This design comes from an exercise in tuning for small area, a short achievable clock period and few clock cycles on the open sky130 flow, not from production work. The RTL was checked by simulation tests, not by an equivalence proof against the original design. The flow treats the clock pin as an ideal source. Dropping or thinning the clock tree relies on that and would not hold on a real chip. Power figures rest on the tool's default switching activity, not on a simulated workload.

Design frequency_generation_stage, start of the top module:
module frequency_generation_stage #(
    parameter SYMBOL_WIDTH = 5,     
    parameter FREQ_WIDTH = 16,      
    parameter NUM_CELLS = 16        
) (
    input  wire clk,
    input  wire reset,
    input  wire [SYMBOL_WIDTH-1:0] symbol_in,   
    input  wire valid_in,                       
    output wire ready_in,                       
    output wire [NUM_CELLS*FREQ_WIDTH-1:0] sorted_frequencies,   
    output wire [NUM_CELLS*SYMBOL_WIDTH-1:0] sorted_symbols,     
    output wire sorted_done                     
);
Settings: LEC_CHECK=0, CAP_MARGIN=20, CORE_MARGIN=2, CORE_UTILIZATION=40, PLACE_DENSITY=0.6, SLEW_MARGIN=20; clock period 8.5 ns.
standard.sh (not shown) runs the stock make flow with config.mk's settings and CLKGATE_MAP_FILE= SYNTH_SCRIPT=/design/flow/synth_recipe.tcl, a recipe that flattens the netlist after the stock synthesis.
==> flow/flow/run.sh <==
#!/bin/bash
# The standard layout (the standard.sh, unchanged synthesis), with:
#  - port buffers of a plain buffer cell (buf_2) instead of the delay buffer
#    buffer_ports picks by default;
#  - flip-flops that drive output ports sized up to drive strength 2 after
#    floorplan (flow/outflops.tcl, the POST_FLOORPLAN hook);
#  - a two-level clock tree built by flow/cts_tree.tcl (run as the PRE_CTS
#    hook of the standard CTS step) in place of clock_tree_synthesis;
#  - timing repair free to change cell footprints, and aimed at a tighter setup margin, so that the layout is
#    optimised towards a shorter achieved period (the SDC is unchanged).
set -euo pipefail
bash standard.sh \
  "BUFFER_PORTS_ARGS=-buffer_cell sky130_fd_sc_hd__buf_2" \
  "POST_FLOORPLAN_TCL=$PWD/flow/outflops.tcl" \
  "PRE_CTS_TCL=$PWD/flow/cts_tree.tcl" \
  SETUP_SLACK_MARGIN=5.8 MATCH_CELL_FOOTPRINT=0 \
  finish > standard_flow.log 2>&1
==> flow/flow/outflops.tcl <==
# Flip-flops that drive output ports start at drive strength 2 (same cell
# type as synthesis gave them, only a stronger size), so the ports see a
# fast clock-to-output path.
set of_block [ord::get_db_block]
set of_n 0
foreach inst [$of_block getInsts] {
  set m [[$inst getMaster] getName]
  if { $m == "sky130_fd_sc_hd__dfxtp_1" || $m == "sky130_fd_sc_hd__dfrtp_1" } {
    set q [$inst findITerm Q]
    set net [$q getNet]
    if { $net != "NULL" && [llength [$net getBTerms]] > 0 } {
      regsub {_1$} $m {_2} m2
      replace_cell [$inst getName] $m2
      incr of_n
    }
  }
}
puts "outflops: $of_n flip-flops driving ports set to drive strength 2"
Other scripts of this flow, unchanged in this note and not shown: flow/flow/cts_tree.tcl
The baseline passed the timing, design-rule and antenna checks.
Testbench counts at the start, summed over its fixed seeds: cycles 29,972.
Rerun with:
--- a/flow/flow/run.sh
+++ b/flow/flow/run.sh
@@ -5,2 +4,0 @@
-#  - flip-flops that drive output ports sized up to drive strength 2 after
-#    floorplan (flow/outflops.tcl, the POST_FLOORPLAN hook);
@@ -9 +7 @@
-#  - timing repair free to change cell footprints, and aimed at a tighter setup margin, so that the layout is
+#  - timing repair aimed at a tighter setup margin, so that the layout is
@@ -14 +11,0 @@
-  "POST_FLOORPLAN_TCL=$PWD/flow/outflops.tcl" \
@@ -16 +13 @@
-  SETUP_SLACK_MARGIN=5.8 MATCH_CELL_FOOTPRINT=0 \
+  SETUP_SLACK_MARGIN=5.7 \
removed: flow/flow/outflops.tcl
Flip-flop and latch count stays the same; cell area fell by 2.3%; combinational power stays flat; setup slack degrades by 0.098 ns; routed wire length fell by 1.8%; utilization fell by 1.1 points; first-iteration DRC count fell by 6.6%; power fell by 0.89%; die area stays the same; cell count stays flat; synthesized area stays the same.
Rerun with:
--- a/flow/flow/run.sh
+++ b/flow/flow/run.sh
@@ -4,0 +5,2 @@
+#  - flip-flops that drive output ports sized up to drive strength 2 after
+#    floorplan (flow/outflops.tcl, the POST_FLOORPLAN hook);
@@ -11,0 +14 @@
+  "POST_FLOORPLAN_TCL=$PWD/flow/outflops.tcl" \
@@ -13 +16 @@
-  SETUP_SLACK_MARGIN=5.7 \
+  SETUP_SLACK_MARGIN=5.8 \
==> flow/flow/outflops.tcl (new file) <==
# Flip-flops that drive output ports start at drive strength 2 (same cell
# type as synthesis gave them, only a stronger size), so the ports see a
# fast clock-to-output path.
set of_block [ord::get_db_block]
set of_n 0
foreach inst [$of_block getInsts] {
  set m [[$inst getMaster] getName]
  if { $m == "sky130_fd_sc_hd__dfxtp_1" || $m == "sky130_fd_sc_hd__dfrtp_1" } {
    set q [$inst findITerm Q]
    set net [$q getNet]
    if { $net != "NULL" && [llength [$net getBTerms]] > 0 } {
      regsub {_1$} $m {_2} m2
      replace_cell [$inst getName] $m2
      incr of_n
    }
  }
}
puts "outflops: $of_n flip-flops driving ports set to drive strength 2"
Settings changed: CORE_UTILIZATION 40 to 50, PLACE_DENSITY 0.6 to 0.7.
Result: Maximum frequency is higher by 2.8%. Final area came out higher by 2.4%. Die area shrinks by 20%. Routed wire length came out lower by 2.1%.
In every run of this note, the design's own scripts or RTL, not TritonCTS, make the clock network.

port drivers added, routing unchanged:
Ports are ideal in the flow. The routed layouts listed here were re-timed in OpenROAD. Step 1 sets driving cells, clkbuf_16 on the clock port and buf_2 on the other inputs (assumed; they add their load-dependent delay and slew). Step 2 times the ports against the registers' clock, not the clock port: input delays grow and output delays shrink by t, the midpoint of the rising clock arrivals with the driver on. Slacks: no drivers / after step 1 / after step 2; pairs: no drivers / after step 1.
| run | t (ns) | slack for setup (ns) | clock arrival spread, ns | slew at the worst register clock pin (ns) |
|---|---|---|---|---|
| the first run | 0.429 | 5.804 / 5.649 / 5.220 | 0.020 / 0.020 | 0.10 / 0.10 |
| the second run | 0.431 | 5.706 / 5.605 / 5.175 | 0.012 / 0.012 | 0.10 / 0.10 |
| the third run | 0.423 | 5.782 / 5.694 / 5.271 | 0.012 / 0.012 | 0.10 / 0.10 |
After both steps every run listed still meets setup and hold. The setup slack of the first run, which loses most, moves by -0.155 ns with the drivers and by -0.584 ns with both steps.
